Context: an optimization exercise on an open-source flow, tuned for small area. The choices shown serve that exercise and are no tape-out recipe.
The RTL was checked by simulation tests, not by an equivalence proof against the original design.

## design.v

```verilog
`timescale          1ns/1ps
`default_nettype    none
module RV32_DECOMP	(	
		input	wire [15:0]  IRi,
		output	wire [31:0]  IRo
);
	reg	[31:0]  Instout;
	wire[15:0]  InstIn;
	assign	InstIn	= 	IRi; 
	assign	IRo		=  	Instout;
	wire [1:0] op   =   InstIn[1:0];
	wire [2:0] fun3 =   InstIn[15:13];
	wire [1:0] fun2 =   InstIn[11:10];
	wire [1:0] fun  =   InstIn[6:5];
	wire [4:0] Brs1 =   InstIn[11:7];
	wire [4:0] Brs2 =   InstIn[6:2];
	always @(*) begin
		Instout = 32'd0;
	    case(op)
	        2'b00:	 
	            	case(fun3)
	                	3'b000:	 
							Instout = {	2'b00, InstIn[10:7], InstIn[12:11], InstIn[5], InstIn[6], 2'b00, 5'b00010, 3'b000, 2'b01, InstIn[4:2], 7'b0010011 };
	                	3'b010:	 
	                    	Instout = { 5'd0, InstIn[5], InstIn[12:10], InstIn[6], 2'b00,2'b01, InstIn[9:7], 3'b010,2'b01, InstIn[4:2], 7'b0000011 };
	                	3'b110:	 
	                    	Instout = { 5'd0, InstIn[5], InstIn[12], 2'b01, InstIn[4:2], 2'b01, InstIn[9:7], 3'b010, InstIn[11:10], InstIn[6], 2'b00, 7'b0100011 };
	            	endcase
	        2'b01:	 
	            	case(fun3)
	                	3'b000:  
	                    	Instout = { {6{InstIn[12]}}, InstIn[12], InstIn[6:2], InstIn[11:7], 3'b000, InstIn[11:7], 7'b0010011 };
	                	3'b001:	 
	                    	Instout = { InstIn[12], InstIn[8], InstIn[10:9], InstIn[6], InstIn[7], InstIn[2], InstIn[11], InstIn[5:3], InstIn[12], {8{InstIn[12]}}, 5'b00001, 7'b1101111 };
	                	3'b010:	 
	                    	Instout = { {6{InstIn[12]}}, InstIn[12], InstIn[6:2], 5'b00000, 3'b000, InstIn[11:7], 7'b0010011 };
	                	3'b011:	 
							case(Brs1)
								5'b00010:  
									Instout = { {3{InstIn[12]}}, InstIn[12], InstIn[4:3], InstIn[5], InstIn[2], InstIn[6], 4'd0, Brs1, 3'b000, Brs1, 7'b0010011 };
								default:   
									Instout = { {14{InstIn[12]}}, InstIn[12], InstIn[6:2], Brs1, 7'b0110111 };
							endcase
	                	3'b100:	 
	                    	case(fun2)
	                    		2'b00:	 
	                        		Instout = { 7'b0000000, InstIn[6:2], 2'b01, InstIn[9:7], 3'b101, 2'b01, InstIn[9:7], 7'b0010011 };
	                    		2'b01:	 
	                        		Instout = { 7'b0100000, InstIn[6:2], 2'b01, InstIn[9:7], 3'b101, 2'b01, InstIn[9:7], 7'b0010011 };
	                    		2'b10:	 
	                        		Instout = { {6{InstIn[12]}}, InstIn[12], InstIn[6:2], 2'b01, InstIn[9:7], 3'b111,2'b01, InstIn[9:7], 7'b0010011	};
	                    		2'b11:
	                        		if(!InstIn[12]) begin
										case(fun)
											2'b11:	 
												Instout = { 7'b0000000, 2'b01, InstIn[4:2], 2'b01, InstIn[9:7], 3'b111,2'b01, InstIn[9:7], 7'b0110011 };
											2'b10:	 
												Instout = { 7'b0000000, 2'b01, InstIn[4:2], 2'b01, InstIn[9:7], 3'b110, 2'b01, InstIn[9:7], 7'b0110011 };
											2'b01:	 
												Instout = { 7'b0000000, 2'b01, InstIn[4:2], 2'b01, InstIn[9:7], 3'b100, 2'b01, InstIn[9:7], 7'b0110011 };
											2'b00:	 
												Instout = { 7'b0100000, 2'b01, InstIn[4:2], 2'b01, InstIn[9:7], 3'b000, 2'b01, InstIn[9:7], 7'b0110011 };
										endcase
	                        		end
	                    	endcase
	                	3'b101:	 
	                    	Instout = { InstIn[12], InstIn[8], InstIn[10:9], InstIn[6], InstIn[7], InstIn[2], InstIn[11], InstIn[5:3], InstIn[12], {8{InstIn[12]}}, 5'b00000, 7'b1101111 };
	                	3'b110:	 
	                    	Instout = { InstIn[12], {2{InstIn[12]}}, InstIn[12], InstIn[6:5], InstIn[2], 5'b00000, 2'b01, InstIn[9:7], 3'b000, InstIn[11:10], InstIn[4:3], InstIn[12], 7'b1100011 };
	                	3'b111:	 
	                    	Instout = { InstIn[12], {2{InstIn[12]}}, InstIn[12], InstIn[6:5], InstIn[2], 5'b00000, 2'b01, InstIn[9:7], 3'b001, InstIn[11:10], InstIn[4:3], InstIn[12], 7'b1100011 };
	            	endcase
	        2'b10:	 
	            	case(fun3)
	                	3'b000:	 
	                    	Instout = { 7'b0000000, InstIn[6:2], InstIn[11:7], 3'b001, InstIn[11:7], 7'b0010011 };
	                	3'b010:	 
	                    	Instout = {	4'd0, InstIn[3:2], InstIn[12], InstIn[6:4],	2'b00, 5'b00010, 3'b010, InstIn[11:7], 7'b000011 };	                
	                	3'b100:	 
	                    	case(InstIn[12])
								1'b0: 
									if(!Brs2)	 
										Instout = {12'd0,Brs1,3'b000,5'b00000,7'b1100111};
									else		 
										Instout = { 7'b0000000,Brs2,5'b00000,3'b000,Brs1,7'b0110011 };
								1'b1: 
									if(!Brs2&&!Brs1)	 
										Instout = { 12'd1,5'd0,3'b000,5'd0,7'b1110011 };
									else if(!Brs2)		 
										Instout = { 12'd0,Brs1,3'b000,5'b00001,7'b1100111 };
									else 				 
										Instout = { 7'b0000000,Brs2,Brs1,3'b000,Brs1,7'b0110011 };
							endcase
	                	3'b110:	 
	                    	Instout = {	4'd0,InstIn[8:7], InstIn[12], InstIn[6:2], 5'b00010,3'b010,	InstIn[11:9], 2'b00,7'b0100011 };
					endcase
	    endcase
	end
endmodule
module radd #(parameter W = 32) (
    input  wire [W-1:0] a, b,
    input  wire         ci,
    output wire [W-1:0] s,
    output wire         co
);
    wire [W:0] c;
    assign c[0] = ci;
    genvar i;
    generate for (i = 0; i < W; i = i + 1) begin : bit_
        assign s[i]   = a[i] ^ b[i] ^ c[i];
        assign c[i+1] = (a[i] & b[i]) | (c[i] & (a[i] ^ b[i]));
    end endgenerate
    assign co = c[W];
endmodule
module IMMGEN (
    input  wire [31:0]  INSTR,
    output reg  [31:0]  IMM
);
always @(*) begin
	case (INSTR[6:2])
		5'b01_000     :   	IMM = { {21{INSTR[31]}}, INSTR[30:25], INSTR[11:8], INSTR[7] };
		5'b01_101       :   	IMM = { INSTR[31:12], 12'b0 };
		5'b00_101     :   	IMM = { INSTR[31:12], 12'b0 };
		5'b11_011       : 	IMM = { {12{INSTR[31]}}, INSTR[19:12], INSTR[20], INSTR[30:21], 1'b0 };
		5'b11_000    : 	IMM = { {20{INSTR[31]}}, INSTR[7], INSTR[30:25], INSTR[11:8], 1'b0};
		default           : 	IMM = { {21{INSTR[31]}}, INSTR[30:20] };
	endcase
end
endmodule
module RV32_DEC(
    input [31:0] INSTR,
    output	reg  [3:0]	  alu_fn
);
    wire [2:0]  func3       =   INSTR[14:12];
    wire [6:0]  func7       =   INSTR[31:25];
    wire [4:0]  opcode      =   INSTR[6:2];
    wire        I           =   (opcode == 5'b00_100);
	wire        R           =   (opcode == 5'b01_100);
	wire        IorR        =   I | R;
    wire        instr_slt   = 	IorR && (func3==3'b010);
	wire        instr_sltu  = 	IorR && (func3==3'b011);
	wire        instr_store = 	(opcode == 5'b01_000);
	wire        instr_load  = 	(opcode == 5'b00_000);
	wire        instr_add   = 	R & (func3 == 3'b000) & (~func7[5]);
	wire        instr_addi  = 	I & (func3 == 3'b000);
	wire        instr_lui   = 	(opcode == 5'b01_101);
	wire        instr_jalr  = 	(opcode == 5'b11_001);
	wire        instr_sll   = 	IorR && (func3 == 3'b001) && (func7 == 7'b0);
	wire        instr_srl   = 	IorR && (func3 == 3'b101) && (func7 == 7'b0);
	wire        instr_sra   = 	IorR && (func3 == 3'b101) && (func7 != 7'b0);
	wire        instr_and   = 	IorR && (func3 == 3'b111);
	wire        instr_or    = 	IorR && (func3 == 3'b110);
	wire        instr_xor   = 	IorR && (func3 == 3'b100);
    always @ * begin
            case (1'b1)
                instr_load  :   alu_fn = 4'b00_00;
                instr_addi  :   alu_fn = 4'b00_00;
                instr_store :   alu_fn = 4'b00_00;
                instr_add   :   alu_fn = 4'b00_00;
                instr_jalr  :   alu_fn = 4'b00_00;
                instr_lui   :   alu_fn = 4'b00_11;
                instr_sll   :   alu_fn = 4'b10_01;
                instr_srl   :   alu_fn = 4'b10_00;
                instr_sra   :   alu_fn = 4'b10_10;
                instr_slt   :   alu_fn = 4'b11_01;
                instr_sltu  :   alu_fn = 4'b11_11;
                instr_and   :   alu_fn = 4'b01_01;
                instr_or    :   alu_fn = 4'b01_00;
                instr_xor   :   alu_fn = 4'b01_11;
                default     :   alu_fn = 4'b00_01;
            endcase
        end
endmodule
module ALU(
	input   wire [31:0] a, b,
	output  reg  [31:0] r,
	output  wire        zf, lt, ltu, co,
	input   wire [3:0]  alufn
);
    wire [31:0] add;
    wire        cf;
    assign {cf, add} = {1'b0, a} + {1'b0, alufn[0] ? ~b : b} + {32'd0, alufn[0]};
    assign zf  = (add == 32'd0);
    assign lt  = a[31] ^ ~b[31] ^ cf;
    assign ltu = ~cf;
    assign co  = cf;
    reg  [31:0] ma, my;
    wire [31:0] x, y;
    integer i;
    always @* for (i = 0; i < 32; i = i + 1) ma[i] = a[31-i];
    assign x = alufn[0] ? ma : a;
    wire fill = alufn[1] & a[31];
    wire [31:0] r1s = b[0] ? {{1{fill}}, x[31:1]} : x;
    wire [31:0] r2s = b[1] ? {{2{fill}}, r1s[31:2]} : r1s;
    wire [31:0] r3s = b[2] ? {{4{fill}}, r2s[31:4]} : r2s;
    wire [31:0] r4s = b[3] ? {{8{fill}}, r3s[31:8]} : r3s;
    assign y = b[4] ? {{16{fill}}, r4s[31:16]} : r4s;
    always @* for (i = 0; i < 32; i = i + 1) my[i] = y[31-i];
    wire [31:0] sh = alufn[0] ? my : y;
    always @ * begin
        case (alufn)
            4'b00_11 : r = b;
            4'b01_00:  r = a | b;
            4'b01_01:  r = a & b;
            4'b01_11:  r = a ^ b;
            4'b10_00:  r = sh;
            4'b10_01:  r = sh;
            4'b10_10:  r = sh;
            4'b11_01:  r = {31'b0, lt};
            4'b11_11:  r = {31'b0, ltu};
			default:	r = add;
        endcase
    end
endmodule
module NfiVe_MDU (
	input clk,
	input rst_n,
	input start,
	output done,
	input [2:0] op,
	input [31:0] op1, op2,
	output [31:0] result,
	input         wb_we,
	input  [31:0] wb_d,
	output [31:0] wb_q,
	output [31:0] div_a,
	output        div_sub,
	input  [31:0] alu_s,
	input         alu_c
);
	reg  [5:0]  cnt;
	reg  [63:0] P;
	wire        ismul = ~op[2];
	wire        dz    = (op2 == 32'd0);
	always @(posedge clk or negedge rst_n)
		if (!rst_n) cnt <= 6'd0;
		else if (start) cnt <= cnt + 6'd1;
		else cnt <= 6'd0;
	assign done = ((cnt == 6'd2) & (ismul | dz)) | (cnt == 6'd35);
	wire [63:0] p_mul, p_div;
	wire [31:0] r_mul, r_div;
	mul mul_unit (.cnt(cnt[1:0]), .op(op[1:0]), .op1(op1), .op2(op2), .P(P), .Pn(p_mul), .result(r_mul));
	div div_unit (.cnt(cnt), .op(op[1:0]), .op1(op1), .op2(op2), .dz(dz), .P(P), .Pn(p_div), .result(r_div),
	              .sub_a(div_a), .sub(div_sub), .sum(alu_s), .carry(alu_c));
	always @(posedge clk)
		if (wb_we)
			P[31:0] <= wb_d;
		else if (start & (ismul | (cnt <= 6'd33)))
			P <= ismul ? p_mul : p_div;
	assign wb_q = P[31:0];
	assign result = ismul ? r_mul : r_div;
endmodule
module NfiVe32_CORE (
	input					HCLK,							 
	input					HRESETn,						 
	output 	wire [31:0]		HADDR,				 
	output 	wire [ 2:0]  	HSIZE,				 
	output 	wire [ 1:0]  	HTRANS,				 
	output 	wire [31:0]  	HWDATA,				 
	output 	wire         	HWRITE,				 
	input  	wire [31:0]  	HRDATA,				 
	input  	wire         	HREADY,				 
	output	wire			SLEEP,
  	input  	wire         	NMI,				 
  	input  	wire         	IRQ,				 
    input  	wire [4:0]   	IRQ_NUM,			 
  	input  	wire 	    	SYSTICKCLK,			 
	output	wire			SYSTICKINT,
  	output 	wire [31:0]		IRQ_MASK,
	output	wire			SAFE_TO_HALT
);
    reg [1:0]   CYC, NCYC;
    reg         RUN;
    reg         IS32;
    reg         INEXCEPTION;
    reg [31:0]  PC;
    reg [31:0]  INSTR;
    reg [31:0]  R1;              
    reg [31:0]  CSR_TIME;
    reg [31:0]  CSR_TIMELOAD;
    reg [2:0]   CSR_MIE;
    reg [31:0]  CSR_IRQMASK;
    reg [31:0]  CSR_EPC;
    wire        C0 = (CYC==2'h0), C1 = (CYC==2'h1), C2 = (CYC==2'h2), C3 = (CYC==2'h3);
	wire [2:0]	func3		=	INSTR[14:12];
    wire        instr_i     =   (INSTR[6:2] == 5'b00_100);
	wire        instr_r     =   (INSTR[6:2] == 5'b01_100);
    wire        instr_lui   = 	(INSTR[6:2] == 5'b01_101);
	wire        instr_auipc = 	(INSTR[6:2] == 5'b00_101);
	wire        instr_branch = 	(INSTR[6:2] == 5'b11_000);
	wire        instr_jalr  = 	(INSTR[6:2] == 5'b11_001);
	wire        instr_jal   = 	(INSTR[6:2] == 5'b11_011);
    wire        instr_store = 	(INSTR[6:2] == 5'b01_000);
	wire        instr_load  = 	(INSTR[6:2] == 5'b00_000);
	wire		instr_muldiv	=	instr_r & (INSTR[31:25] == 7'b1);
    wire [11:0] csr_num     =   INSTR[31:20]; 
    wire        instr_priv  =   (INSTR[6:2] ==  5'h1C);
    wire        instr_wrcsr =   instr_priv & (func3 == 3'd1);
    wire        instr_sys0  =   instr_priv & (func3 == 3'b0);
    wire        instr_ecall =   instr_sys0 & (csr_num == 12'h0);
    wire        instr_ebreak=   instr_sys0 & (csr_num == 12'h1);
	wire        instr_mret  =   instr_sys0 & (csr_num == 12'h302);
	wire        instr_wfi   =   instr_sys0 & (csr_num == 12'h105);
    wire        rf_wr       =   instr_load | instr_r | instr_i | instr_jal | instr_jalr | instr_lui | instr_auipc;
    wire        tmr_int     =   (CSR_TIME == 32'h0);
    wire        exception   =   (CSR_MIE[0] & ((tmr_int & CSR_MIE[1]) | (IRQ & CSR_MIE[2]))) | NMI | instr_ecall;
    wire [7:0]  irq_vec     =   8'd64 + {1'b0, IRQ_NUM, 2'b00};
    wire [31:0] pc_ex       =   instr_ecall ?   32'd12              :
								instr_ebreak?	32'd16				:
                                NMI         ?   32'd4               :
                                tmr_int     ?   32'd8               :
                                IRQ         ?   {24'd0, irq_vec}    :   32'd60;
    wire [31:0] finstr  =   C1 ? {HRDATA[15:0], INSTR[15:0]} : PC[1] ? {16'h0, HRDATA[31:16]} : HRDATA;
    wire        fis32   =   finstr[0] & finstr[1];
    wire [31:0] fdecomp;
    RV32_DECOMP nfive_decomp (.IRi(finstr[15:0]), .IRo(fdecomp));
    wire [31:0] instr   =   fis32 ? finstr : fdecomp;
    wire        unaligned = PC[1] & HRDATA[16] & HRDATA[17];
	wire [4:0]  rd      = 	INSTR[11:7];
    wire [4:0]  ra      =   (C0 | C1) ? instr[19:15] : INSTR[24:20];
    reg  [31:0] RF [1:31];
    wire [3:0]  ra_l    =   4'b1 << ra[1:0];
    wire [7:0]  ra_h    =   8'b1 << ra[4:2];
    reg  [31:0] rport, rgrp;
    integer gi, gj;
    always @* begin
        rport = 32'd0;
        for (gi = 0; gi < 8; gi = gi + 1) begin
            rgrp = 32'd0;
            for (gj = 0; gj < 4; gj = gj + 1)
                if (gi*4 + gj > 0) rgrp = rgrp | ({32{ra_l[gj]}} & RF[gi*4 + gj]);
            rport = rport | ({32{ra_h[gi]}} & rgrp);
        end
    end
    wire [31:0] r1      =   R1;
    wire [31:0] r2      =   rport;
    wire [31:0] imm;
    wire [3:0]  alu_fn;
    wire [31:0] alur;
    wire        zf, lt, ltu;
    IMMGEN      immgen  (.INSTR(INSTR), .IMM(imm));
    RV32_DEC    decoder (.INSTR(INSTR), .alu_fn(alu_fn));
    wire        div_run =   instr_muldiv & func3[2];
    wire [31:0] div_a;
    wire        div_sub;
    wire        alu_co;
    ALU         alu     (.a(div_run ? div_a : r1), .b((instr_r | instr_branch) ? r2 : imm), .r(alur), .zf(zf), .lt(lt), .ltu(ltu), .co(alu_co),
                         .alufn(div_run ? {3'b000, div_sub} : alu_fn));
    reg         taken;
    always @* case (func3)
        3'b000:  taken = zf;
        3'b001:  taken = ~zf;
        3'b100:  taken = lt;
        3'b101:  taken = ~lt;
        3'b110: taken = ltu;
        3'b111: taken = ~ltu;
        default:  taken = 1'b0;
    endcase
    wire [31:0] pci     =   PC + imm;
    wire        four    =   C0 | IS32;
    wire [30:0] pcinc_h;
    radd #(31) pc_inc  (.a(PC[31:1]), .b({29'd0, four, ~four}), .ci(1'b0), .s(pcinc_h), .co());
    wire [31:0] pcinc   =   {pcinc_h, PC[0]};
    wire [31:0] npc     =   ((taken & instr_branch) | instr_jal) ? pci : instr_jalr ? alur : pcinc;
	wire [31:0] mul_div_r;
	wire [31:0] WB;              
	wire        mul_div_done;
	NfiVe_MDU MULDIV(
		.clk(HCLK), .rst_n(HRESETn), .start(C2 & instr_muldiv), .done(mul_div_done),
		.op(func3), .op1(r1), .op2(r2), .result(mul_div_r),
		.wb_we(C2 & ~instr_muldiv), .wb_d(instr_auipc ? pci : pcinc), .wb_q(WB),
		.div_a(div_a), .div_sub(div_sub), .alu_s(alur), .alu_c(alu_co)
	);
    wire [1:0]  la      =   alur[1:0];
    wire [7:0]  lb      =   (la==2'd0) ? HRDATA[7:0] : (la==2'd1) ? HRDATA[15:8] : (la==2'd2) ? HRDATA[23:16] : HRDATA[31:24];
    wire [15:0] lh      =   la[1] ? HRDATA[31:16] : HRDATA[15:0];
    wire [31:0] hrdata  =   (func3[1:0]==2'd0) ? {{24{lb[7] & ~func3[2]}}, lb} :
                            (func3[1:0]==2'd1) ? {{16{lh[15] & ~func3[2]}}, lh} : HRDATA;
	wire [31:0] rf_dw	= 	(instr_jal | instr_jalr | instr_auipc) ? WB : 
                            instr_load      ?   hrdata  : 
							instr_muldiv    ?	mul_div_r : alur;
    always @(posedge HCLK)
        if (rf_wr & C3 & (rd != 5'd0))
            RF[rd] <= rf_dw;
    assign HADDR        = ~RUN ? 32'h0 : C3 ? {PC[31:2],2'b0} : C0 ? {pcinc[31:2],2'b0} : alur;
    assign HTRANS[0]    = 1'h0;
    assign HTRANS[1]    = ~RUN | C3 | (C0 & unaligned) | (C2 & (instr_load | instr_store));
    assign HWRITE       = C2 & instr_store;
    assign HSIZE        = {1'b0, INSTR[13:12]};
    assign HWDATA       = INSTR[13] ? r2 : INSTR[12] ? {2{r2[15:0]}} : {4{r2[7:0]}};
	assign SLEEP        = C3 & instr_wfi;
    assign IRQ_MASK     = CSR_IRQMASK;
	assign SYSTICKINT	= tmr_int;
	assign SAFE_TO_HALT = (~(instr_store | instr_load)) & C2;
    always @*
        case (CYC)
            2'h0:    NCYC = ~HREADY ? 2'h0 : unaligned ? 2'h1 : 2'h2;
            2'h1:    NCYC = HREADY ? 2'h2 : 2'h1;
            2'h2:    NCYC = (instr_muldiv & ~mul_div_done) ? 2'h2 : 2'h3;
            default:    NCYC = HREADY ? 2'h0 : 2'h3;
        endcase
    always @(posedge HCLK or negedge HRESETn)
		if(!HRESETn) RUN <= 0;
		else RUN <= 1;
    always @ (posedge HCLK or negedge HRESETn) if(!HRESETn) CYC <= 2'h0; else begin
        if(RUN) CYC <= NCYC;
    end
    always @ (posedge HCLK or negedge HRESETn) if(!HRESETn) INEXCEPTION <= 1'h0; else begin
		if(exception & C3 & !INEXCEPTION) INEXCEPTION <= 1'h1;
        else if(instr_mret & C3) INEXCEPTION <= 1'h0;
    end
    always @(posedge HCLK)
        if (C0 | C1) R1 <= rport;
    always @ (posedge HCLK or negedge HRESETn) if(!HRESETn) INSTR[12] <= 1'h0; else begin
        if(C0 | C1)    
            INSTR[12] <= instr[12]; 
    end
    always @(posedge HCLK)
        if (C0 | C1) begin
            INSTR[31:13] <= instr[31:13];
            INSTR[11:0]  <= instr[11:0];
        end
    always @(posedge HCLK)
        if (C0 | C1) IS32 <= fis32;
    always @ (posedge HCLK or negedge HRESETn) if(!HRESETn) PC <= 32'h0; else begin
        if(C2 & instr_mret)
            PC <= CSR_EPC;
		else if(C2 & exception & !INEXCEPTION)
            PC <= pc_ex;
        else if(C2 & (~instr_muldiv | mul_div_done))
            PC <= npc; 
    end
    wire [31:0] time_dec;
    radd #(32) tdec (.a(CSR_TIME), .b(32'hFFFF_FFFF), .ci(1'b0), .s(time_dec), .co());
    always @ (posedge HCLK or negedge HRESETn) if(!HRESETn) CSR_TIME <= 32'hFFFF_FFFF; else begin   
        if(instr_wrcsr & (csr_num == 12'hC03))
			CSR_TIME <= r1;	
		else if(SYSTICKCLK)
            if(tmr_int)
                CSR_TIME <= CSR_TIMELOAD;
            else 
                CSR_TIME <= time_dec;
    end
    always @ (posedge HCLK or negedge HRESETn) if(!HRESETn) CSR_TIMELOAD <= 32'hFFFF_FFFF; else begin   
        if(instr_wrcsr & (csr_num == 12'hC03))
            CSR_TIMELOAD <= r1;
    end
    always @ (posedge HCLK or negedge HRESETn) if(!HRESETn) CSR_MIE <= 3'h0; else begin   
        if(instr_wrcsr & (csr_num == 12'h304))
            CSR_MIE <= r1[2:0];
    end
    always @ (posedge HCLK or negedge HRESETn) if(!HRESETn) CSR_IRQMASK <= 32'h0; else begin   
        if(instr_wrcsr & (csr_num == 12'h310))
            CSR_IRQMASK <= r1;
    end
    always @ (posedge HCLK or negedge HRESETn) if(!HRESETn) CSR_EPC <= 32'h0; else begin   
        if(exception & C2 & !INEXCEPTION)
            CSR_EPC <= npc;
    end
endmodule
module mul (
    input  wire [1:0]  cnt,
    input  wire [1:0]  op,           
    input  wire [31:0] op1, op2,
    input  wire [63:0] P,
    output wire [63:0] Pn,
    output wire [31:0] result
);
    wire        a32 = ((op == 2'b01) | (op == 2'b10)) & op1[31];    
    reg  [7:0]  c;
    always @*
        case (cnt)
            2'd0:    c = op2[7:0];
            2'd1:    c = op2[15:8];
            2'd2:    c = op2[23:16];
            default: c = op2[31:24];
        endcase
    wire        c8 = (op == 2'b01) & op2[31] & (cnt == 2'd3);         
    wire [33:0] hi = (cnt == 2'd0) ? 34'd0 : P[63:30];
    wire [41:0] row0 = {9'd0, ~(a32 & c[0]), op1 & {32{c[0]}}};
    wire [41:0] row1 = {8'd0, ~(a32 & c[1]), op1 & {32{c[1]}}, 1'd0};
    wire [41:0] row2 = {7'd0, ~(a32 & c[2]), op1 & {32{c[2]}}, 2'd0};
    wire [41:0] row3 = {6'd0, ~(a32 & c[3]), op1 & {32{c[3]}}, 3'd0};
    wire [41:0] row4 = {5'd0, ~(a32 & c[4]), op1 & {32{c[4]}}, 4'd0};
    wire [41:0] row5 = {4'd0, ~(a32 & c[5]), op1 & {32{c[5]}}, 5'd0};
    wire [41:0] row6 = {3'd0, ~(a32 & c[6]), op1 & {32{c[6]}}, 6'd0};
    wire [41:0] row7 = {2'd0, ~(a32 & c[7]), op1 & {32{c[7]}}, 7'd0};
    wire [41:0] row8 = {1'd0, a32 & c8, ~(op1 & {32{c8}}), 8'd0};
    wire [41:0] rowh = {8'd0, ~hi[33], hi[32:0]};
    localparam [41:0] K = 42'h200_0000_0000 + 42'h1_0000_0000 + 42'h100 - 42'h2_0000_0000;
    wire [41:0] t  = row0 + row1 + row2 + row3 + row4 + row5 + row6 + row7 + row8 + rowh + K;
    assign Pn     = {t[41:8], 6'd0, t[7:0], P[23:8]};
    assign result = (op == 2'b00) ? {t[7:0], P[23:0]} : t[39:8];
endmodule
module div (
    input  wire [5:0]  cnt,
    input  wire [1:0]  op,           
    input  wire [31:0] op1, op2,
    input  wire        dz,
    input  wire [63:0] P,
    output reg  [63:0] Pn,
    output wire [31:0] result,
    output wire [31:0] sub_a,
    output wire        sub,
    input  wire [31:0] sum,
    input  wire        carry
);
    wire        sgn   = ~op[0];
    wire        isrem = op[1];
    wire        sneg  = sgn & op1[31];
    wire        dneg  = sgn & op2[31];
    wire [32:0] rs = {P[63:32], P[31]};
    assign sub_a = rs[31:0];
    assign sub   = ~dneg;
    wire        ge = rs[32] | carry;
    wire        first = (cnt == 6'd0);
    wire [31:0] nin   = first ? op1 : isrem ? P[63:32] : P[31:0];
    wire        nc    = first ? sneg : isrem ? sneg : (sneg ^ dneg);
    wire [31:0] nout;
    radd #(32) neg (.a(nin ^ {32{nc}}), .b(32'd0), .ci(nc), .s(nout), .co());
    always @*
        if (first)              Pn = {32'd0, nout};
        else if (cnt == 6'd33)  Pn = {P[63:32], nout};
        else                    Pn = {ge ? sum : rs[31:0], P[30:0], ge};
    assign result = dz ? (isrem ? op1 : 32'hFFFF_FFFF) : P[31:0];
endmodule
```

## flow/run.sh

```bash
#!/bin/bash
set -e
export CTS_ARGS="-sink_clustering_enable -repair_clock_nets -dont_use_dummy_load -sink_clustering_size 15 -sink_clustering_max_diameter 50 -buf_list sky130_fd_sc_hd__clkbuf_8"
bash standard.sh > standard_flow.log 2>&1
```

## standard.sh

```bash
#!/bin/bash
# synth_recipe.tcl (not shown) runs the flow's synth.tcl, then flattens the netlist and writes it again
# the make line also repeats each setting of config.mk as NAME=value (left out here)
make -C /OpenROAD-flow-scripts/flow DESIGN_CONFIG=/design/flow/config.mk WORK_HOME=/design/flow/orfs CLKGATE_MAP_FILE= SYNTH_SCRIPT=/design/flow/synth_recipe.tcl "${@:-finish}"
```

## config.mk

```make
export PLATFORM = sky130hd
export DESIGN_NAME = NfiVe32_CORE
export DESIGN_NICKNAME = NfiVe32_CORE
export VERILOG_FILES = /design/flow/design.v
export SDC_FILE = /design/flow/constraint.sdc
export NUM_CORES = 4
export LEC_CHECK = 0
export ABC_AREA = 1
export CAP_MARGIN = 20
export CORE_MARGIN = 2
export CORE_UTILIZATION = 50
export CTS_BUF_LIST = sky130_fd_sc_hd__clkbuf_8
export CTS_CLUSTER_DIAMETER = 50
export CTS_CLUSTER_SIZE = 15
export SLEW_MARGIN = 10
```

## constraint.sdc

```tcl
create_clock -name core_clock -period 15.0 [get_ports {HCLK}]
set_input_delay 3.0000 -clock core_clock [delete_from_list [all_inputs] [get_ports {HCLK}]]
set_output_delay 3.0000 -clock core_clock [all_outputs]
set_load 0.01 [all_outputs]
```

==> results.sh, run 1 <==
export IMPL_grt_overflow=0
export IMPL_firstDrtPassIters=9
export IMPL_die_area_um2=162000
export IMPL_grt_pass1_wl_mm=493
export IMPL_period_needed_ns=14.65
export IMPL_relSlewSlack_pct=11.5
export IMPL_yosysTopAreaCell="edfxtp_1"
export IMPL_routed_via_count=71800
export IMPL_worst_pin_slew_ns=1.31
export IMPL_cpPeakStageDelay_ns=0.55
export IMPL_worst_setup_path_start_kind="input pin"
export IMPL_cts_buffers=138
export IMPL_min_path_type="flip-flop to flip-flop"
export IMPL_wirelength_mm=353
export IMPL_ys_seq_elements=1294
export IMPL_async_flop_share_pct=13.4
export IMPL_portBuffers=145
export IMPL_syn_area_per_cell_um2=9.22
export IMPL_synth_edff_count=1120
export IMPL_start_util_pct=50.2
export IMPL_slowest_stage="clkdlybuf4s50_1"
export IMPL_final_layout_size_suffix_gt1_share_pct=13.4
export IMPL_setup_violations=0
export IMPL_wl_per_cell_um=31.4
export IMPL_cts_num_sinks=1294
export IMPL_ctsHoldBuffers=0
export IMPL_ant_nets=0
export IMPL_status="complete, no violations"
export IMPL_synthesis_area_um2=79300
export IMPL_syn_inst=8603
export IMPL_ys_warn_count=8
export IMPL_die_y_um=402
export IMPL_viasPerCell=6.37
export IMPL_ctsLongestPathBuffers=3
export IMPL_skew_ns=0.167
export IMPL_finalHoldViolations=0
export IMPL_seq_area_frac_synth_pct=48.0
export IMPL_drc=0
export IMPL_grt_max_degree=75
export IMPL_fmax_mhz=68.3
export IMPL_root_buffer="clkbuf_8"
export IMPL_required_ns=12.00
export IMPL_finalCritPeriodShare_pct=97.7
export IMPL_num_rows=146
export IMPL_finalMaxSlewViolations=0
export IMPL_grt_pass1_vias=67500
export IMPL_clock_latency_ns=0.99
export IMPL_grt_usage_pct=42.9
export IMPL_crit_fanout=29
export IMPL_synthDistinctLibCells=77
export IMPL_place_congestion=1.08
export IMPL_ioPinCount=148
export IMPL_antenna_found_initial=18
export IMPL_areaGrowthSynthToFinish_pct=14.0
export IMPL_die_x_um=402
export IMPL_htreeDepth=4
export IMPL_place_ws_ns=-0.145
export IMPL_synth_top_area_share_pct=42.4
export IMPL_synth_ff_type="edfxtp_1"
export IMPL_arrival_ns=11.65
export IMPL_cap_violations=0
export IMPL_clkTransAtPathRegs_ns=0.03
export IMPL_drtIter0Drc=11100
export IMPL_cts_tree="done"
export IMPL_dp_hpwl_mm=255
export IMPL_setup_ws_ns=0.351
export IMPL_coreArea_um2=158000
export IMPL_final_nets=9811
export IMPL_critPathKind="input pin to primary output"
export IMPL_synthTopCellsByArea="edfxtp_1, nand2_1, fa_1"
export IMPL_crit_path_end_kind="primary output"
final cells by class:
class | count | area [um^2]
diodes | 11 | 27.5
clock buffers | 138 | 1900
fillers | 14000 | 67500
inverters | 836 | 3140
multi-input cells | 6001 | 36500
flip-flops and latches | 1294 | 38100
well taps | 2072 | 2590
repair buffers | 918 | 8220
worst max-delay path, delay by kind of cell:
| kind | cells | cell delay (ns) |
|---|---|---|
| AO/OA/AOI/OAI | 16 | 2.83 |
| XOR/XNOR | 1 | 0.31 |
| adder cells (fa/ha/maj) | 1 | 0.51 |
| buffers and inverters | 13 | 2.88 |
| AND/OR/NAND/NOR | 18 | 2.10 |
per-stage QoR:
| step | hold slack [ns] | std cells | instance area, um^2 | util [%] | TNS, ns |
|---|---|---|---|---|---|
| global placement | 0.463 | 11100 | 88400 | 55.9 | -4.84 |
| global route | 0.500 | 11300 | 90400 | 57.2 | -0.0459 |
| detailed placement | 0.466 | 11100 | 88400 | 55.9 | -17.62 |
| CTS | 0.480 | 11300 | 90300 | 57.1 | 0 |
| floorplan | 0.449 | 8604 | 79300 | - | 0 |
| finish | 0.476 | 11300 | 90500 | 57.3 | 0 |
layout by cell type (no fill, tap or decap), drive strengths merged, types with 12 or more instances in the layout:
cell | netlist | routed
a21oi | 426 | 426
xnor2 | 29 | 29
o31ai | 15 | 15
nand3 | 637 | 637
dfrtp | 110 | 110
nor3 | 50 | 50
clkdlybuf4s50 | 0 | 143
fa | 254 | 254
o22ai | 35 | 35
a41oi | 164 | 164
edfxtp | 1120 | 1120
o211ai | 114 | 114
clkinv | 24 | 25
buf | 192 | 773
clkbuf | 281 | 139
nand2 | 2256 | 2256
o221ai | 61 | 61
a31oi | 39 | 39
inv | 812 | 811
a22o | 31 | 31
nor4 | 63 | 63
nand4 | 64 | 64
a211oi | 12 | 12
o21ai | 594 | 594
or2 | 25 | 25
dfstp | 64 | 64
xor2 | 120 | 120
a221oi | 53 | 53
nor2 | 523 | 523
o21a | 25 | 25
ha | 325 | 325
cell families (layout without fill, tap and decap cells):
logic type	after synthesis	after routing	share of synthesized area [%]
xor gates and xnor gates	149	149	1.64
buffers and inverters	1309	1892	6.68
DFF	1294	1294	48.0
AOI/OAI and AO/OA	1634	1634	12.9
adders and majority gates	579	579	11.5
other	2	14	0.00947
muxes	5	5	0.0631
and+or+nand+nor	3631	3631	19.2
flip-flops by register name (all words and copies together) (netlist names):
register and count:
RF 992, MULDIV.P 64, CSR_EPC 32, CSR_IRQMASK 32
CSR_TIMELOAD 32, CSR_TIME 32, INSTR 32, PC 32
R1 32, MULDIV.cnt 6, CSR_MIE 3, CYC 2
INEXCEPTION 1, IS32 1, RUN 1
Yosys cell counts (37+ instances only):
cell      count
dfrtp_1     110
a31oi_1      38
edfxtp_1   1120
a21oi_1     419
nor4_1       63
a41oi_1     164
o221ai_1     61
o21ai_0     548
buf_2       112
ha_1        325
clkbuf_1    270
dfstp_2      64
xor2_1      120
o211ai_1    114
buf_1        37
nand4_1      63
nor2_1      498
nand2_1    2221
inv_1       785
a221oi_1     53
nor3_1       50
fa_1        254
nand3_1     628
routing by layer:
layer | global-route usage (%) | vias to the layer above | share of wire [%]
met5 | 0 | - | 0.022
met4 | 23.8 | 12 | 6.7
met3 | 11.9 | 892 | 13
met2 | 60.9 | 5184 | 41
met1 | 59.3 | 35000 | 39
li1 | - | 30700 | -
worst paths after layout:
check                                             from                     endpoint  slack (ns)  cells past startpoint
max                                         HRDATA[31]                    HADDR[28]        0.35                     49
min                        CSR_IRQMASK[15]$_DFFE_PN0P_  CSR_IRQMASK[15]$_DFFE_PN0P_        0.48                      2
max reg2reg                         CYC[1]$_DFFE_PN0P_         RF[22][31]$_DFFE_PP_        1.84                     74
min reg2reg                CSR_IRQMASK[15]$_DFFE_PN0P_  CSR_IRQMASK[15]$_DFFE_PN0P_        0.48                      2
max in group asynchronous                      HRESETn            PC[1]$_DFFE_PN0P_       11.47                      2
min in group asynchronous                      HRESETn      MULDIV.cnt[5]$_DFF_PN0_        2.13                      1
repair_timing:
item / 4_1_cts / 5_1_grt
gates resized for setup: 2 / 24
pin swaps: 0 / 4
setup buffers: 0 / 5
cloned: 0 / 0
setup endpoints to repair: 3 / 194
==> inputs of run 2 (changes only) <==
--- a/config.mk
+++ b/config.mk
@@ -10,3 +10,3 @@
 export CORE_MARGIN = 2
-export CORE_UTILIZATION = 50
+export CORE_UTILIZATION = 55
 export CTS_BUF_LIST = sky130_fd_sc_hd__clkbuf_8
==> run 2 against run 1 <==
Still clean on timing, DRC and antenna. Wire length fell by 5.6%. First-iteration DRC count up 4.8%. Clock skew down 0.017 ns. Sequential cell count unchanged. Worst hold slack gained 0.0072 ns. Sequential share of layout area increased by 0.59 points. Critical path depth is 1 higher. Fmax rose by 0.42%. Final cell count decreased by 2.6%. Register-to-register slack improved by 0.34 ns. Critical path type unchanged.
==> results.sh, run 2 <==
export IMPL_path_common_cell="nand2_1"
export IMPL_period_needed_ns=14.59
export IMPL_htreeDepth=4
export IMPL_cap_violations=0
export IMPL_required_ns=12.00
export IMPL_ioPinCount=148
export IMPL_grt_overflow=0
export IMPL_die_y_um=384
export IMPL_cts_tree="done"
export IMPL_ys_seq_elements=1294
export IMPL_grt_pass1_vias=67200
export IMPL_wl_per_cell_um=30.4
export IMPL_placed_cell_area_um2=87100
export IMPL_fin_hold_ws_ns=0.483
export IMPL_critPathKind="input pin to primary output"
export IMPL_status="complete, no violations"
export IMPL_drc=0
export IMPL_synth_common_cells="nand2_1, edfxtp_1, inv_1, nand3_1, o21ai_0"
export IMPL_min_path_type="flip-flop to flip-flop"
export IMPL_ys_warn_count=8
export IMPL_yosysTopAreaCell="edfxtp_1"
export IMPL_grt_max_degree=112
export IMPL_grt_usage_pct=44.9
export IMPL_final_layout_size_suffix_gt1_share_pct=12.2
export IMPL_relSlewSlack_pct=14.2
export IMPL_place_congestion=1.12
export IMPL_worst_setup_path_start_kind="input pin"
export IMPL_antenna_found_initial=17
export IMPL_synthesis_area_um2=79300
export IMPL_root_buffer="clkbuf_8"
export IMPL_yosysMostFrequentCell="nand2_1"
export IMPL_grt_pass1_wl_mm=474
export IMPL_register_area_um2=38100
export IMPL_placed_cells=10800
export IMPL_synthDistinctLibCells=77
export IMPL_areaGrowthSynthToFinish_pct=12.5
export IMPL_drtIter0Drc=11700
export IMPL_start_util_pct=55.3
export IMPL_regMostFlops="RF"
export IMPL_viasPerCell=6.52
export IMPL_layout_commonest_cell="nand2_1"
export IMPL_num_rows=139
export IMPL_cts_buffers=138
export IMPL_skew_ns=0.150
export IMPL_worst_pin_slew_ns=1.28
export IMPL_portBuffers=145
export IMPL_ant_nets=0
export IMPL_wirelength_mm=334
export IMPL_finalHoldViolations=0
export IMPL_dp_hpwl_mm=239
export IMPL_synthTopCellsByArea="edfxtp_1, nand2_1, fa_1"
export IMPL_clkTransAtPathRegs_ns=0.03
export IMPL_largest_reg_flops=992
export IMPL_cpPeakStageDelay_ns=0.56
export IMPL_firstDrtPassIters=9
export IMPL_syn_inst=8603
export IMPL_coreArea_um2=143000
export IMPL_synth_top_area_share_pct=42.4
export IMPL_setup_violations=0
export IMPL_syn_area_per_cell_um2=9.22
export IMPL_fin_util_pct=62.2
export IMPL_ctsHoldBuffers=0
export IMPL_synth_ff_type="edfxtp_1"
export IMPL_final_nets=9688
export IMPL_fin_area_um2=89200
export IMPL_routed_via_count=71600
export IMPL_finalNonFillerCells=11000
export IMPL_layout_common_cells="nand2_1, edfxtp_1, inv_1"
export IMPL_synth_edff_count=1120
export IMPL_cts_num_sinks=1294
export IMPL_crit_fanout=8
export IMPL_multi_input_area_um2=36500
export IMPL_top_regs="RF (992), MULDIV.P (64)"
export IMPL_die_area_um2=147000
export IMPL_ctsLongestPathBuffers=3
export IMPL_seq_area_frac_synth_pct=48.0
export IMPL_crit_path_end_kind="primary output"
export IMPL_nFillCells=12100
export IMPL_die_x_um=384
export IMPL_finalCritPeriodShare_pct=97.2
export IMPL_slowest_stage="clkdlybuf4s50_1"
export IMPL_clock_latency_ns=0.97
export IMPL_finalMaxSlewViolations=0
export IMPL_arrival_ns=11.59
export IMPL_async_flop_share_pct=13.4
export IMPL_fmax_mhz=68.6
-- run 2: cell counts after synthesis --
Identical to the previous run, type by type.
-- run 2: repair_timing --
action | 4_1_cts | 5_1_grt
setup endpoints to repair | 0 | 320
gates resized for setup | 0 | 32
setup buffers | 0 | 5
hold endpoints to repair | 0 | 0
-- run 2: cells by family (layout without fill, tap and decap cells) --
logic type | count (synthesis) | count (layout) | share of synthesized area (%)
DFF | 1294 | 1294 | 48.0
muxes | 5 | 5 | 0.0631
other | 2 | 17 | 0.00947
AOI/OAI and AO/OA | 1634 | 1634 | 12.9
adders and majority gates | 579 | 579 | 11.5
buffers and inverters | 1309 | 1769 | 6.68
xor gates and xnor gates | 149 | 149 | 1.64
and+or+nand+nor | 3631 | 3631 | 19.2
-- run 2: metal layers --
layer  vias up  GRT usage [%]  routed length [um]
met5         -          0.650                 256
met4        14           27.0               25000
met3      1057           13.9               49000
met2      5542           63.1              136000
met1     34500           60.9              124000
li1      30500              -                   -
-- run 2: final timing paths --
check                                        start                          end  slack (ns)  cells after the start
hold / removal             CSR_EPC[12]$_DFFE_PN0P_      CSR_EPC[12]$_DFFE_PN0P_        0.48                      2
hold reg to reg            CSR_EPC[12]$_DFFE_PN0P_      CSR_EPC[12]$_DFFE_PN0P_        0.48                      2
setup reg to reg                 PC[1]$_DFFE_PN0P_         RF[20][26]$_DFFE_PP_        2.18                     67
setup / recovery                        HRDATA[28]                    HADDR[28]        0.41                     50
max in group asynchronous                  HRESETn                RUN$_DFF_PN0_       11.21                      2
min in group asynchronous                  HRESETn  CSR_IRQMASK[17]$_DFFE_PN0P_        2.22                      1
-- run 2: critical path: cells and delay by family --
kind | cells | cell delay (ns)
buf+inv | 15 | 3.20
simple gates | 17 | 2.25
compound gates | 15 | 2.33
xor+xnor | 2 | 0.42
fa+ha+maj | 1 | 0.32
-- run 2: through the flow --
step | setup TNS (ns) | setup WS [ns]
2_1_floorplan | 0 | 1.40
3_3_place_gp | -14.80 | -0.161
3_5_place_dp | -36.12 | -0.272
4_1_cts | 0 | 0.257
5_1_grt | -0.00446 | -0.00153
6_report | 0 | 0.413
-- run 2: layout make-up --
cell class              count  area share (%)
multi-input cells        6001            40.9
inverters                 836            3.54
clock buffers             138            2.13
flip-flops and latches   1294            42.7
repair buffers            795            8.06
well taps                1903            2.67
diodes                     14          0.0393
==> inputs of run 3 (changes only) <==
--- a/config.mk
+++ b/config.mk
@@ -10,3 +10,3 @@
 export CORE_MARGIN = 2
-export CORE_UTILIZATION = 55
+export CORE_UTILIZATION = 50
 export CTS_BUF_LIST = sky130_fd_sc_hd__clkbuf_8
@@ -14,2 +14,3 @@
 export CTS_CLUSTER_SIZE = 15
+export PLACE_DENSITY_LB_ADDON = 0.2
 export SLEW_MARGIN = 10
==> run 3 against run 2 <==
Clock skew shrank 0.018 ns. Count of clock-buffer cells in the layout increased by 4. Sequential share of layout area decreased by 0.13 points. Wire length up 3.4%. Setup slack got worse by 0.071 ns. Synthesized cell count unchanged. Via count fell by 0.77%. Register-to-register slack worse by 0.56 ns. Global-route usage shrank 2.9 points.
==> results.sh, run 3 <==
export IMPL_status="complete, no violations"
export IMPL_die_x_um=402
export IMPL_yosysTopAreaCell="edfxtp_1"
export IMPL_viasPerCell=6.37
export IMPL_finalMaxSlewViolations=0
export IMPL_setup_violations=0
export IMPL_synthDistinctLibCells=77
export IMPL_async_flop_share_pct=13.4
export IMPL_arrival_ns=11.66
export IMPL_placed_cells=11000
export IMPL_cpPeakStageDelay_ns=0.65
export IMPL_cts_num_sinks=1294
export IMPL_ctsLongestPathBuffers=3
export IMPL_r2r_start="CYC[1]$_DFFE_PN0P_"
export IMPL_reg2reg_depth=77
export IMPL_rsz0062_at_grt="false"
export IMPL_areaGrowthSynthToFinish_pct=12.8
export IMPL_finalHoldViolations=0
export IMPL_ioPinCount=148
export IMPL_syn_area_per_cell_um2=9.22
export IMPL_worst_setup_path_start_kind="input pin"
export IMPL_ys_warn_count=8
export IMPL_antenna_found_initial=27
export IMPL_skew_ns=0.132
export IMPL_period_needed_ns=14.66
export IMPL_hold_path_end="CSR_EPC[18]$_DFFE_PN0P_"
export IMPL_grt_usage_pct=42.0
export IMPL_clkTransAtPathRegs_ns=0.05
export IMPL_cts_tree="done"
export IMPL_synth_edff_count=1120
export IMPL_routed_via_count=71000
export IMPL_regMostFlops="RF"
export IMPL_top_regs="RF (992), MULDIV.P (64)"
export IMPL_grt_pass1_vias=66300
export IMPL_hp_start="CSR_EPC[18]$_DFFE_PN0P_"
export IMPL_cts_buffers=142
export IMPL_required_ns=12.00
export IMPL_worst_pin_slew_ns=1.45
export IMPL_ctsHoldBuffers=0
export IMPL_final_layout_size_suffix_gt1_share_pct=12.1
export IMPL_wl_per_cell_um=30.9
export IMPL_crit_fanout=6
export IMPL_synth_ff_type="edfxtp_1"
export IMPL_grt_overflow=0
export IMPL_r2r_end="RF[11][31]$_DFFE_PP_"
export IMPL_min_path_type="flip-flop to flip-flop"
export IMPL_r2r_slack_ns=1.62
export IMPL_cap_violations=0
export IMPL_path_common_cell="nand2_1"
export IMPL_wirelength_mm=345
export IMPL_drc=0
export IMPL_root_buffer="clkbuf_8"
export IMPL_layout_commonest_cell="nand2_1"
export IMPL_synthTopCellsByArea="edfxtp_1, nand2_1, fa_1"
export IMPL_synthesis_area_um2=79300
export IMPL_coreArea_um2=158000
export IMPL_grt_max_degree=76
export IMPL_htreeDepth=4
export IMPL_relSlewSlack_pct=2.41
export IMPL_fmax_mhz=68.2
export IMPL_syn_inst=8603
export IMPL_synth_top_area_share_pct=42.4
export IMPL_slowest_stage="clkdlybuf4s50_1"
export IMPL_clock_latency_ns=0.95
export IMPL_ys_seq_elements=1294
export IMPL_ant_nets=0
export IMPL_fin_hold_ws_ns=0.477
export IMPL_largest_reg_flops=992
export IMPL_place_congestion=1.08
export IMPL_num_rows=146
export IMPL_seq_area_frac_synth_pct=48.0
export IMPL_die_area_um2=162000
export IMPL_setup_ws_ns=0.342
export IMPL_dp_hpwl_mm=247
export IMPL_finalCritPeriodShare_pct=97.7
export IMPL_final_nets=9702
export IMPL_place_ws_ns=-0.258
export IMPL_synth_common_cells="nand2_1, edfxtp_1, inv_1, nand3_1, o21ai_0"
export IMPL_firstDrtPassIters=9
export IMPL_hold_depth=2
export IMPL_yosysMostFrequentCell="nand2_1"
export IMPL_finalNonFillerCells=11200
export IMPL_grt_pass1_wl_mm=485
export IMPL_drtIter0Drc=11000
export IMPL_start_util_pct=50.2
export IMPL_critPathKind="input pin to primary output"
export IMPL_die_y_um=402
export IMPL_layout_common_cells="nand2_1, edfxtp_1, inv_1"
export IMPL_portBuffers=145
export IMPL_crit_path_end_kind="primary output"
==> run 3: critical path, delay by kind of cell <==
family / cells / cell delay [ns]
buf+inv: 12 / 2.73
compound gates: 16 / 2.84
fa+ha+maj: 1 / 0.34
simple gates: 19 / 2.37
xor+xnor: 2 / 0.31
==> run 3: logic make-up after synthesis <==
kind of cell / after synthesis / synth area share, %
flops: 1294 / 48.0
simple gates: 3631 / 19.2
compound gates: 1634 / 12.9
mux: 5 / 0.0631
fa+ha+maj: 579 / 11.5
buf+inv: 1309 / 6.68
other cells: 2 / 0.00947
xor+xnor: 149 / 1.64
==> run 3: worst max-delay path by stage <==
stage / start / to / slack, ns / cells past startpoint
after floorplan: HRDATA[15] / RF[10][26]$_DFFE_PP_ / 1.40 / 61
after global placement: HRDATA[30] / RF[30][31]$_DFFE_PP_ / -0.28 / 75
after detailed placement: HRDATA[0] / RF[28][31]$_DFFE_PP_ / -0.26 / 70
after CTS: HRDATA[0] / HADDR[30] / 0.32 / 45
after global routing: HRDATA[13] / RF[11][31]$_DFFE_PP_ / 0.003 / 77
final: HRDATA[30] / HADDR[30] / 0.34 / 50
==> run 3: timing repair <==
item	4_1_cts	5_1_grt
gates resized for setup	0	11
endpoints found under the setup margin	0	145
setup buffers	0	6
==> run 3: cell type report <==
class                           instances  area (um^2)
Clock buffer                          142         1950
Fill cell                           14100        68500
Sequential cell                      1294        38100
Inverter                              836         3150
Antenna cell                            7         17.5
Multi-Input combinational cell       6001        36400
Timing Repair Buffer                  805         7280
Tap cell                             2072         2590
==> run 3: layer usage <==
| layer | wire (um) | GRT usage, % | vias up |
|---|---|---|---|
| met5 | 117 | 0 | - |
| met4 | 19500 | 20.3 | 18 |
| met3 | 48200 | 12.7 | 845 |
| met2 | 141000 | 58.8 | 5050 |
| met1 | 136000 | 59.3 | 34600 |
| li1 | - | - | 30500 |
==> run 3: per-stage QoR <==
stage	instance area [um^2]	util [%]	setup TNS, ns
final	89500	56.6	0
after global routing	89500	56.6	0
after CTS	89300	56.5	0
after detailed placement	87400	55.3	-22.17
after global placement	87300	55.3	-15.19
after floorplan	79300	-	0
==> inputs of run 4 (changes only) <==
==> run.sh (new file) <==
#!/bin/bash
# synth_recipe.tcl (not shown) runs the flow's synth.tcl, then flattens the netlist and writes it again
# the make line also repeats each setting of config.mk as NAME=value (left out here)
make -C /OpenROAD-flow-scripts/flow DESIGN_CONFIG=/design/flow/config.mk WORK_HOME=/design/flow/orfs CLKGATE_MAP_FILE= SYNTH_SCRIPT=/design/flow/synth_recipe.tcl finish
--- a/config.mk
+++ b/config.mk
@@ -14,3 +14,2 @@
 export CTS_CLUSTER_SIZE = 15
-export PLACE_DENSITY_LB_ADDON = 0.2
 export SLEW_MARGIN = 10
removed: flow/run.sh
removed: standard.sh
==> run 4 against run 3 <==
Via count grew 1.3%. Design area rose by 2.1%. Non-clock buffer count up 114. Synthesized cell count did not move. Area after synthesis unchanged. Clock skew fell by 0.053 ns. Sequential share of layout area fell by 0.89 points. Count of clock-buffer cells in the layout decreased by 2. Still clean on timing, DRC and antenna. Core utilization grew 1.2 points.
==> results.sh, run 4 <==
export IMPL_wirelength_mm=354
export IMPL_finalNonFillerCells=11400
export IMPL_cp_top_family="buffers and inverters"
export IMPL_wl_per_cell_um=31.2
export IMPL_ctsLongestPathBuffers=3
export IMPL_dp_hpwl_mm=255
export IMPL_hold_depth=2
export IMPL_async_flop_share_pct=13.4
export IMPL_grt_max_degree=75
export IMPL_use_met3_pct=12.2
export IMPL_worst_pin_slew_ns=1.30
export IMPL_ctsHoldBuffers=0
export IMPL_routed_via_count=72000
export IMPL_fmax_mhz=68.3
export IMPL_grt_pass1_wl_mm=494
export IMPL_clkTransAtPathRegs_ns=0.06
export IMPL_cp_num_buf_inv=13
export IMPL_top_regs="RF (992), MULDIV.P (64)"
export IMPL_final_nets=9812
export IMPL_cap_violations=0
export IMPL_synth_top_area_share_pct=42.4
export IMPL_die_area_um2=162000
export IMPL_synthTopCellsByArea="edfxtp_1, nand2_1, fa_1"
export IMPL_skew_ns=0.0796
export IMPL_place_congestion=1.08
export IMPL_crit_fanout=29
export IMPL_fin_hold_ws_ns=0.482
export IMPL_largest_reg_flops=992
export IMPL_grt_pass1_vias=67600
export IMPL_busiest_layer="met2"
export IMPL_tns_ns=0
export IMPL_clock_latency_ns=1.01
export IMPL_yosysMostFrequentCell="nand2_1"
export IMPL_synth_ff_type="edfxtp_1"
export IMPL_viasPerCell=6.33
export IMPL_htreeDepth=4
export IMPL_ant_nets=0
export IMPL_syn_area_per_cell_um2=9.22
export IMPL_crit_cells=49
export IMPL_min_path_type="flip-flop to flip-flop"
export IMPL_cts_tree="done"
export IMPL_slowest_stage="clkdlybuf4s50_1"
export IMPL_grt_use_met1_pct=59.4
export IMPL_use_met2_pct=60.6
export IMPL_reg2reg_depth=63
export IMPL_num_rows=146
export IMPL_synth_edff_count=1120
export IMPL_die_x_um=402
export IMPL_cpPeakStageDelay_ns=0.55
export IMPL_setup_violations=0
export IMPL_synthDistinctLibCells=77
export IMPL_yosysTopAreaCell="edfxtp_1"
export IMPL_antenna_found_initial=22
export IMPL_arrival_ns=11.63
export IMPL_finalHoldViolations=0
export IMPL_ys_seq_elements=1294
export IMPL_firstDrtPassIters=9
export IMPL_drtIter0Drc=11800
export IMPL_syn_inst=8603
export IMPL_regMostFlops="RF"
export IMPL_root_buffer="clkbuf_8"
export IMPL_relSlewSlack_pct=12.1
export IMPL_synthesis_area_um2=79300
export IMPL_status="complete, no violations"
export IMPL_drc=0
export IMPL_synth_common_cells="nand2_1, edfxtp_1, inv_1, nand3_1, o21ai_0"
export IMPL_layout_commonest_cell="nand2_1"
export IMPL_critPathKind="input pin to primary output"
export IMPL_ioPinCount=148
export IMPL_placed_cells=11100
export IMPL_finalCritPeriodShare_pct=97.6
export IMPL_period_needed_ns=14.63
export IMPL_finalMaxSlewViolations=0
export IMPL_coreArea_um2=158000
export IMPL_cts_buffers=138
export IMPL_worst_setup_path_start_kind="input pin"
export IMPL_grt_overflow=0
export IMPL_final_layout_size_suffix_gt1_share_pct=13.9
export IMPL_layout_common_cells="nand2_1, edfxtp_1, inv_1"
export IMPL_cts_num_sinks=1294
export IMPL_die_y_um=402
export IMPL_ys_warn_count=8
export IMPL_start_util_pct=50.2
export IMPL_required_ns=12.00
export IMPL_seq_area_frac_synth_pct=48.0
export IMPL_grt_usage_pct=43.0
export IMPL_portBuffers=145
export IMPL_areaGrowthSynthToFinish_pct=15.2
export IMPL_crit_path_end_kind="primary output"
run 4: changes by cell type in the layout (fill, tap and decap cells not counted), moves of 10 or more:
cell | previous run | this run
buf_4 | 588 | 696
clkinv_1 | 23 | 36
inv_8 | 0 | 13
buf_12 | 65 | 75
run 4: area by class of cell:
| cell class | instances | area (um^2) |
|---|---|---|
| fill | 14000 | 66600 |
| sequential | 1294 | 38100 |
| multi-input combinational | 6001 | 36500 |
| timing repair buffer | 919 | 8220 |
| inverter | 836 | 3140 |
| tap | 2072 | 2590 |
| clock buffer | 140 | 1930 |
| clock inverter | 84 | 905 |
| antenna | 15 | 37.5 |
run 4: logic make-up (layout without fill, tap and decap cells):
kind of cell	after synthesis	after routing	share of synthesized area, %
AO/OA/AOI/OAI	1634	1634	12.9
other	2	18	0.00947
multiplexers	5	5	0.0631
AND/OR/NAND/NOR	3631	3631	19.2
buffers and inverters	1309	1979	6.68
XOR/XNOR	149	149	1.64
adder cells (fa/ha/maj)	579	579	11.5
flip-flops	1294	1294	48.0
run 4: path summary, 6_finish.rpt:
| check | slack, ns | start | end |
|---|---|---|---|
| setup reg to reg | 1.75 | CYC[1]$_DFFE_PN0P_ | RF[14][24]$_DFFE_PP_ |
| min in group asynchronous | 2.08 | HRESETn | CSR_IRQMASK[18]$_DFFE_PN0P_ |
| setup / recovery | 0.37 | HRDATA[31] | HADDR[28] |
| hold / removal | 0.48 | CSR_EPC[7]$_DFFE_PN0P_ | CSR_EPC[7]$_DFFE_PN0P_ |
| hold reg to reg | 0.48 | CSR_EPC[7]$_DFFE_PN0P_ | CSR_EPC[7]$_DFFE_PN0P_ |
| max in group asynchronous | 11.61 | HRESETn | PC[1]$_DFFE_PN0P_ |
run 4: timing repair:
action | 4_1_cts | 5_1_grt
gates resized for setup | 2 | 20
setup endpoints to repair | 3 | 172
pin swaps | 0 | 4
setup buffers | 0 | 5
run 4: metal layers:
metal	routed length, um	share of wire [%]	up-vias
li1	-	-	30800
met1	136000	39	35000
met2	145000	41	5248
met3	48600	14	903
met4	23800	6.7	14
met5	125	0.035	-
run 4: worst register-to-register path: cells and delay by family, from the launching register on:
family / cells / cell delay, ns
AO/OA/AOI/OAI: 19 / 4.01
adder cells (fa/ha/maj): 6 / 2.76
AND/OR/NAND/NOR: 19 / 2.70
buffers and inverters: 18 / 2.64
flip-flops: 1 / 0.80
XOR/XNOR: 1 / 0.13
run 4: per-stage QoR:
step	cell area (um^2)	utilization (%)	setup slack, ns
after detailed placement	88400	55.9	-0.145
after global placement	88400	55.9	-0.138
after floorplan	79300	-	1.40
after global routing	91400	57.8	-0.0252
final	91400	57.8	0.366
after CTS	91200	57.7	0.0238
==> inputs of run 5 (changes only) <==
==> flow/run.sh (new file) <==
#!/bin/bash
# The standard layout with two changes:
#  - synthesis maps with an area-first ABC script (flow/abc_area.script:
#    "map -a" in place of "map -B 0.9"); everything else in ORFS is unchanged,
#    the scripts are used from a copy so that only that one file differs;
#  - clock tree synthesis adds no dummy loads and uses clkbuf_8 leaf clusters.
set -euo pipefail
W=$(pwd)
rm -rf "$W/orfs_scripts"
cp -r "$FLOW_HOME/scripts" "$W/orfs_scripts"
cp "$W/flow/abc_area.script" "$W/orfs_scripts/abc_area.script"
export SCRIPTS_DIR="$W/orfs_scripts"
export CTS_ARGS="-sink_clustering_enable -repair_clock_nets -dont_use_dummy_load -sink_clustering_size 15 -sink_clustering_max_diameter 50 -buf_list sky130_fd_sc_hd__clkbuf_8"
bash standard.sh > "$W/standard_flow.log" 2>&1
==> flow/abc_area.script (new file) <==
strash
dch
map -a
topo
stime -c
buffer -c
upsize -c
dnsize -c
==> standard.sh (new file) <==
#!/bin/bash
# synth_recipe.tcl (not shown) runs the flow's synth.tcl, then flattens the netlist and writes it again
# the make line also repeats each setting of config.mk as NAME=value (left out here)
make -C /OpenROAD-flow-scripts/flow DESIGN_CONFIG=/design/flow/config.mk WORK_HOME=/design/flow/orfs CLKGATE_MAP_FILE= SYNTH_SCRIPT=/design/flow/synth_recipe.tcl "${@:-finish}"
removed: run.sh
==> run 5 against run 4 <==
Die area decreased by 3.1%. Final cell count decreased by 6.6%. Setup slack got worse by 0.038 ns. Still clean on timing, DRC and antenna. Sequential cell count unchanged. Largest cell class unchanged. Design area decreased by 1.4%. Count of clock-buffer cells in the layout decreased by 6. Clock skew increased by 0.11 ns. Via count decreased by 5.4%.
==> results.sh, run 5 <==
export IMPL_regMostFlops="RF"
export IMPL_wl_per_cell_um=31.6
export IMPL_viasPerCell=6.42
export IMPL_crit_fanout=26
export IMPL_grt_pass1_wl_mm=470
export IMPL_path_common_cell="nand2_1"
export IMPL_place_congestion=1.10
export IMPL_setup_violations=0
export IMPL_yosysTopAreaCell="edfxtp_1"
export IMPL_dp_hpwl_mm=244
export IMPL_status="complete, no violations"
export IMPL_firstDrtPassIters=10
export IMPL_worst_pin_slew_ns=1.28
export IMPL_critPathKind="input pin to primary output"
export IMPL_layout_common_cells="nand2_1, edfxtp_1, buf_4"
export IMPL_cts_tree="done"
export IMPL_finalHoldViolations=0
export IMPL_ioPinCount=148
export IMPL_slowest_stage="clkdlybuf4s50_1"
export IMPL_layout_commonest_cell="nand2_1"
export IMPL_drc=0
export IMPL_num_rows=143
export IMPL_wirelength_mm=335
export IMPL_worst_setup_path_start_kind="input pin"
export IMPL_relSlewSlack_pct=13.9
export IMPL_die_y_um=396
export IMPL_largest_reg_flops=992
export IMPL_synthesis_area_um2=76900
export IMPL_nFillCells=13000
export IMPL_antenna_found_initial=20
export IMPL_min_path_type="flip-flop to flip-flop"
export IMPL_async_flop_share_pct=13.4
export IMPL_die_area_um2=157000
export IMPL_finalCritPeriodShare_pct=97.8
export IMPL_drtIter0Drc=10500
export IMPL_fin_util_pct=59.2
export IMPL_routed_via_count=68100
export IMPL_final_nets=9188
export IMPL_arrival_ns=11.67
export IMPL_syn_inst=7793
export IMPL_seq_area_frac_synth_pct=49.5
export IMPL_portBuffers=145
export IMPL_areaGrowthSynthToFinish_pct=17.2
export IMPL_cts_buffers=134
export IMPL_die_x_um=396
export IMPL_syn_area_per_cell_um2=9.86
export IMPL_synthTopCellsByArea="edfxtp_1, fa_1, nand2_1"
export IMPL_clock_latency_ns=0.98
export IMPL_top_regs="RF (992), MULDIV.P (64)"
export IMPL_grt_max_degree=106
export IMPL_ant_nets=0
export IMPL_synth_top_area_share_pct=43.8
export IMPL_fmax_mhz=68.2
export IMPL_ys_warn_count=8
export IMPL_placed_cell_area_um2=87400
export IMPL_yosysMostFrequentCell="nand2_1"
export IMPL_grt_usage_pct=42.0
export IMPL_grt_overflow=0
export IMPL_root_buffer="clkbuf_8"
export IMPL_skew_ns=0.187
export IMPL_required_ns=12.00
export IMPL_final_layout_size_suffix_gt1_share_pct=17.1
export IMPL_grt_pass1_vias=64000
export IMPL_cpPeakStageDelay_ns=0.44
export IMPL_cap_violations=0
## run 5: critical path, delay by kind of cell
family | cells | cell delay, ns
AO/OA/AOI/OAI | 13 | 2.57
XOR/XNOR | 2 | 0.37
adder cells (fa/ha/maj) | 1 | 0.30
buffers and inverters | 17 | 2.84
AND/OR/NAND/NOR | 30 | 2.55
## run 5: cells by family (layout without fill, tap and decap cells)
| group | after synthesis | in the layout | share of synthesized area [%] |
|---|---|---|---|
| DFF | 1294 | 1294 | 49.5 |
| and+or+nand+nor | 2173 | 2173 | 11.5 |
| buffers and inverters | 1282 | 2051 | 6.45 |
| muxes | 9 | 9 | 0.119 |
| AOI/OAI and AO/OA | 2293 | 2294 | 18.7 |
| adders and majority gates | 579 | 579 | 11.9 |
| other | 2 | 15 | 0.00977 |
| xor gates and xnor gates | 161 | 161 | 1.83 |
## run 5: metal layers
metal | track usage, % | part of all wire, % | vias to the layer above
met5 | 0 | 0.026 | -
met4 | 19.1 | 5.6 | 8
met3 | 11.7 | 13 | 898
met2 | 59.5 | 41 | 4763
met1 | 59.9 | 40 | 33400
li1 | - | - | 29000
## run 5: worst paths after layout
| kind | end | cells after the start | startpoint |
|---|---|---|---|
| min | CSR_IRQMASK[17]$_DFFE_PN0P_ | 2 | CSR_IRQMASK[17]$_DFFE_PN0P_ |
| min in group asynchronous | CSR_IRQMASK[11]$_DFFE_PN0P_ | 1 | HRESETn |
| max | HADDR[30] | 63 | HRDATA[14] |
| max in group asynchronous | PC[0]$_DFFE_PN0P_ | 2 | HRESETn |
| min reg2reg | CSR_IRQMASK[17]$_DFFE_PN0P_ | 2 | CSR_IRQMASK[17]$_DFFE_PN0P_ |
| max reg2reg | RF[6][28]$_DFFE_PP_ | 74 | CYC[0]$_DFFE_PN0P_ |
## run 5: per-stage QoR
step | worst slack (ns) | std cells
floorplan | 0.0661 | 7794
CTS | -0.0302 | 10600
global route | -0.108 | 10600
finish | 0.328 | 10600
detailed placement | -0.876 | 10400
global placement | -0.911 | 10400
## run 5: cell type report
type	instances	area, um^2	share of cell area, %
Inverter	822	3130	3.47
Sequential cell	1294	38100	42.3
Antenna cell	12	30.0	0.0333
Timing Repair Buffer	1094	9600	10.7
Clock buffer	134	1840	2.05
Tap cell	2030	2540	2.82
Timing Repair inverter	1	7.51	0.00833
Multi-Input combinational cell	5219	34900	38.7
## run 5: timing repair
| item | 4_1_cts | 5_1_grt |
|---|---|---|
| setup endpoints to repair | 9 | 334 |
| endpoints found under the hold margin | 0 | 0 |
| pin swaps | 1 | 27 |
| hold buffers | 0 | 0 |
| gates resized for setup | 11 | 111 |
| setup buffers | 7 | 11 |
| gates cloned | 0 | 4 |

-- port drivers added, routing unchanged --
How much do the figures lean on ideal ports? The routed layouts below were timed once more, with nothing changed but the port constraints.
Step 1: set_driving_cell puts a clkbuf_16 on HCLK and a buf_2 on each other input, an assumption about the parent block.
Step 2 also shifts input and output timing later by t, the mid clock arrival at the registers, as if the neighbouring blocks saw the same clock.
Slacks: ideal ports / drivers / drivers and shift; pairs: ideal ports / drivers.
run | t, ns | slack for setup (ns) | hold WS [ns] | worst data-port slew with drivers (ns)
run 1 | 1.000 | 0.351 / 0.324 / -0.234 | 0.476 / 0.476 / 0.476 | 0.13
run 2 | 0.968 | 0.413 / 0.390 / -0.163 | 0.483 / 0.483 / 0.483 | 0.09
run 3 | 0.965 | 0.342 / 0.319 / -0.269 | 0.477 / 0.477 / 0.477 | 0.14
run 4 | 1.051 | 0.366 / 0.339 / -0.317 | 0.482 / 0.482 / 0.482 | 0.11
run 5 | 0.970 | 0.328 / 0.267 / -0.472 | 0.484 / 0.484 / 0.484 | 0.12
Met with ideal ports but missed after step 2: setup timing in every run listed. The setup slack of run 5, which loses most, moves by -0.061 ns with the drivers and by -0.800 ns with both steps.
